Context: an optimization exercise on an open-source flow, tuned for small area. The choices shown serve that exercise and are no tape-out recipe. In this exercise RTL edits were held to simulation tests only and were not proved equivalent to the original. The flow treats the clock pin as an ideal source, which a real chip does not have. Power and IR drop assume default switching activity.

// Greedy_snake
module Greedy_snake
(
	input Clk,
	input Rst_n,
	input Left,
	input Right,
	input Up,
	input Down,
	output VSYNC_Sig_out,
	output HSYNC_Sig_out,
	output [4:0] VGA_red_o,
	output [5:0] VGA_green_o,
	output [4:0] VGA_blue_o,
	output vga_blank,
	output vga_sync,
	output [7:0] Smg_duan,
	output [3:0] Smg_we
);
Size: roughly 38 I/O pins, ~9600 sq um of cells after synthesis.
export LEC_CHECK = 0
export CAP_MARGIN = 0
export CORE_MARGIN = 2
export CORE_UTILIZATION = 80
export PLACE_DENSITY = 0.9
export SLEW_MARGIN = 0
create_clock -name core_clock -period 10.0 [get_ports {Clk}]
standard.sh (not shown) runs the stock make flow with config.mk's settings and CLKGATE_MAP_FILE= SYNTH_SCRIPT=/design/flow/synth_recipe.tcl, a recipe that flattens the netlist after the stock synthesis.
==> flow/flow/run.sh <==
#!/bin/bash
# Layout flow: the standard ORFS flow (standard.sh) with three changes:
#  - synthesis: the standard synthesis script, but the combinational logic
#    is mapped with an area-oriented ABC script (abc_mine.script, no delay
#    target) and without the full-adder extraction; the registers are the
#    standard synthesis's (same passes up to flip-flop mapping);
#  - clock tree: small sink clusters of clkbuf_4 and no dummy loads; if the
#    clock tree tool finds no clustering solution with those limits, the
#    clock tree is built again with clusters of clkbuf_8 (which keep the
#    flip-flop clock slew low without clustering too);
#  - port buffers: minimum-size buffers.
# The make output goes to flow_make.log; each ORFS step keeps its own log
# under orfs/logs/.
set -euo pipefail
W=$PWD
export MY_ABC_SCRIPT=$W/flow/abc_mine.script
COMMON=(
  "SYNTH_SCRIPT=$W/flow/synth_recipe_area.tcl"
  "ADDER_MAP_FILE="
  "BUFFER_PORTS_ARGS=-buffer_cell sky130_fd_sc_hd__buf_1"
)
CTS="CTS_ARGS=-sink_clustering_enable -repair_clock_nets -dont_use_dummy_load -sink_clustering_size 10 -sink_clustering_max_diameter 50 -buf_list {sky130_fd_sc_hd__clkbuf_4}"
CTS_BIG="CTS_ARGS=-sink_clustering_enable -repair_clock_nets -dont_use_dummy_load -sink_clustering_size 14 -sink_clustering_max_diameter 70 -buf_list {sky130_fd_sc_hd__clkbuf_8}"
bash standard.sh "${COMMON[@]}" "$CTS" cts > flow_make.log 2>&1
CTS_LOG=$(ls "$W"/orfs/logs/*/Greedy_snake/base/4_1_cts.log)
if ! grep -q "A clustering solution was found" "$CTS_LOG"; then
  echo "no clustering solution with clkbuf_4; building the clock tree with clkbuf_8" >> flow_make.log
  cp "$CTS_LOG" "$W/cts_clkbuf4_attempt.log"
  bash standard.sh "${COMMON[@]}" "$CTS" clean_cts >> flow_make.log 2>&1
  CTS="$CTS_BIG"
  bash standard.sh "${COMMON[@]}" "$CTS" cts >> flow_make.log 2>&1
fi
bash standard.sh "${COMMON[@]}" "$CTS" finish >> flow_make.log 2>&1
Other scripts of this flow, unchanged in this note and not shown: flow/flow/abc_mine.script, flow/flow/synth_recipe_area.tcl
Next try:
--- a/flow/design.v
+++ b/flow/design.v
@@ -338,26 +338,34 @@
 			2'd0: we = 4'b1110;
 			2'd1: we = 4'b1101;
 			default: we = 4'b1011;
 		endcase
 	assign Smg_we = we;
 	always @(posedge Clk or negedge Rst_n)
 		if (!Rst_n)
 			eat_m <= 1'b0;
 		else if (!st_end)
 			eat_m <= add;
-	wire pc0 = ~eat_m & add;                       
-	wire pc1 = pc0 & pts[3] & pts[0];              
-	wire pc2 = pc1 & pts[7] & pts[4];
-	wire pc3 = pc2 & pts[11] & pts[8];
 	always @(posedge Clk or negedge Rst_n)
 		if (!Rst_n)
 			pts <= 16'd0;
 		else if (st_end)
 			pts <= 16'd0;
-		else begin
-			pts[3:0] <= (pc0 & pts[3] & pts[0]) ? 4'd0 : pts[3:0] + {3'd0, pc0};
-			pts[7:4] <= (pc1 & pts[7] & pts[4]) ? 4'd0 : pts[7:4] + {3'd0, pc1};
-			pts[11:8] <= (pc2 & pts[11] & pts[8]) ? 4'd0 : pts[11:8] + {3'd0, pc2};
-			pts[15:12] <= pts[15:12] + {3'd0, pc3};
+		else if (~eat_m & add) begin
+			if (pts[3:0] != 4'd9)
+				pts[3:0] <= pts[3:0] + 4'd1;
+			else begin
+				pts[3:0] <= 4'd0;
+				if (pts[7:4] != 4'd9)
+					pts[7:4] <= pts[7:4] + 4'd1;
+				else begin
+					pts[7:4] <= 4'd0;
+					if (pts[11:8] != 4'd9)
+						pts[11:8] <= pts[11:8] + 4'd1;
+					else begin
+						pts[11:8] <= 4'd0;
+						pts[15:12] <= pts[15:12] + 4'd1;
+					end
+				end
+			end
 		end
 endmodule
What happened: Hold slack stays flat. Core utilization went down by 0.11 points. Cell count went up by about 1%. First-iteration DRC count went up by about 40%. Power stays flat. Design area went up by 0.30%. Die area went up by about 0.37%. Via count went up by 0.65%. Clock power hardly moves. Sequential cell count does not change. Sequential share of layout area went down by 0.15 points. Critical path depth stays the same. Setup slack gains 440 ps. Combinational power went down by about 5%.

* * *

== quartz ==
Greedy_snake, a different RTL version from the one above (not shown whole).
Size in the first run: roughly 10000 um2 of cells after synthesis.
clock: 10.0 ns
lec_check: 0
cap_margin: 0
core_margin: 2
core_utilization: 80
place_density: 0.9
slew_margin: 0
==> flow/flow/abc_mine.script <==
strash
&get -n
&fraig -x
&put
scorr
dc2
dretime
strash
&get -n
&dch -f
&nf -R 100
&put
==> flow/flow/synth_recipe_area.tcl <==
proc synth {args} { yosys synth -nofsm -noshare {*}$args }
# Map the combinational logic with an area-oriented ABC script (no delay
# target); the registers are the standard synthesis's.
proc abc {args} {
  set i [lsearch -exact $args -script]
  if {$i >= 0} { set args [lreplace $args $i [expr {$i + 1}] -script $::env(MY_ABC_SCRIPT)] }
  set i [lsearch -exact $args -D]
  if {$i >= 0} { set args [lreplace $args $i [expr {$i + 1}]] }
  yosys abc {*}$args
}
source $::env(SCRIPTS_DIR)/synth.tcl
# left out here: clear keep_hierarchy, flatten, clean up, hide names made inside functions, write 1_2_yosys.v
Scripts as last shown in full above: flow/flow/run.sh
Edits applied to the flow inputs when going from quartz to yarrow:
-- flow/design.v --
<<< quartz, line 313
	assign vga_blank = VSYNC_Sig_out & HSYNC_Sig_out;
	assign vga_sync = 1'b0;
	reg [1:0] sp;
	reg [2:0] sq;
	reg started;
	reg [15:0] pts;
	reg eat_m;
	reg [3:0] dig;
	wire sq_end = sq[2] & ~sq[1];
	always @(posedge Clk or negedge Rst_n)
		if (!Rst_n) begin
			sp <= 2'd3;
			sq <= 3'b000;
			started <= 1'b0;
		end else if (sq_end) begin
			sp <= sp + 2'd1;
			sq <= (sp == 2'd2) ? 3'b000 : 3'b001;
			started <= 1'b1;
		end else
			sq <= {sq[1:0], ~sq[2]};
	always @(posedge Clk)
		if (sq_end)
			case (sp)
				2'd3: dig <= pts[3:0];
				2'd0: dig <= pts[7:4];
				2'd1: dig <= pts[11:8];
				default: if (pts[15:12] <= 4'd9) dig <= pts[15:12];
			endcase
	reg [7:0] seg;
	always @(*)
>>> yarrow, line 313
	assign vga_blank = VSYNC_Sig_out & HSYNC_Sig_out;
	assign vga_sync = 1'b0;
	reg [4:0] sm;
	reg [15:0] pts;
	reg eat_m;
	reg [3:0] dig;
	wire started = ~(sm[4] & sm[3]);
	wire u0 = (sm == 5'd5) | (sm == 5'd31);
	wire u1 = (sm == 5'd10);
	wire u2 = (sm == 5'd15);
	wire u3 = (sm == 5'd20);
	always @(posedge Clk or negedge Rst_n)
		if (!Rst_n)
			sm <= 5'd26;
		else if (u3)
			sm <= 5'd0;
		else if (sm == 5'd31)
			sm <= 5'd6;
		else
			sm <= sm + 5'd1;
	always @(posedge Clk)
		if (u0)
			dig <= pts[3:0];
		else if (u1)
			dig <= pts[7:4];
		else if (u2)
			dig <= pts[11:8];
		else if (u3 & (pts[15:12] <= 4'd9))
			dig <= pts[15:12];
	reg [7:0] seg;
	always @(*)
<<< quartz, line 357
	always @(*)
		if (!started) we = 4'b0000;
		else case (sp)
			2'd3: we = 4'b0111;
			2'd0: we = 4'b1110;
			2'd1: we = 4'b1101;
			default: we = 4'b1011;
		endcase
	assign Smg_we = we;
	always @(posedge Clk or negedge Rst_n)
>>> yarrow, line 358
	always @(*)
		if (!started) we = 4'b0000;
		else if (sm <= 5'd5) we = 4'b0111;
		else if (sm <= 5'd10) we = 4'b1110;
		else if (sm <= 5'd15) we = 4'b1101;
		else we = 4'b1011;
	assign Smg_we = we;
	always @(posedge Clk or negedge Rst_n)
[summary]
Compared to quartz, yarrow has count of standard-cell rows about 2.5% higher. Total power, yarrow vs quartz: up by a few percent. Taking quartz as the reference, in yarrow power spent charging and discharging nets moved down; fmax moved down; combinational fraction of design power level; multiplexer fraction of the synthesized cell area moved down; via count moved down. On portion of total power attributed to the clock network: yarrow sits above quartz. Relative to quartz, effective utilization at floorplan has decreased by 1.8 points in yarrow. In yarrow, the fraction of area in multi-input gates came out 0.39 points above the value in quartz. Going from quartz to yarrow, the critical path depth in cells was found to have gone up by 10. Between quartz and yarrow, register-to-register setup slack decreased. Between quartz and yarrow, the delay contributed by the slowest stage of the critical path is lower for yarrow. On setup slack: between quartz and yarrow, it ends up lower for yarrow.

-- separate check: timing with driven ports --
Ports are ideal in the flow. The routed layouts listed here were re-timed in OpenROAD.
Step 1 assumes that a clkbuf_16 drives the clock port and a buf_2 every other input.
Step 2 also shifts input and output timing later by t, the mid clock arrival at the registers, as if the neighbouring blocks saw the same clock.
Slacks: ideal ports / drivers / drivers and shift; pairs: ideal ports / drivers.
| run | t (ns) | setup WS [ns] | worst setup path after step 2 | clock arrival spread, ns |
|---|---|---|---|---|
| the first run of note 1 | 0.500 | 4.490 / 4.490 / 4.490 | register to register | 0.027 / 0.027 |
| the second run of note 1 | 0.496 | 4.932 / 4.932 / 4.932 | register to register | 0.023 / 0.023 |
| quartz | 0.662 | 5.346 / 5.312 / 5.641 | register to register | 0.050 / 0.050 |
| yarrow | 0.504 | 5.158 / 5.158 / 5.158 | register to register | 0.033 / 0.033 |
After both steps setup and hold are still met in every run listed.
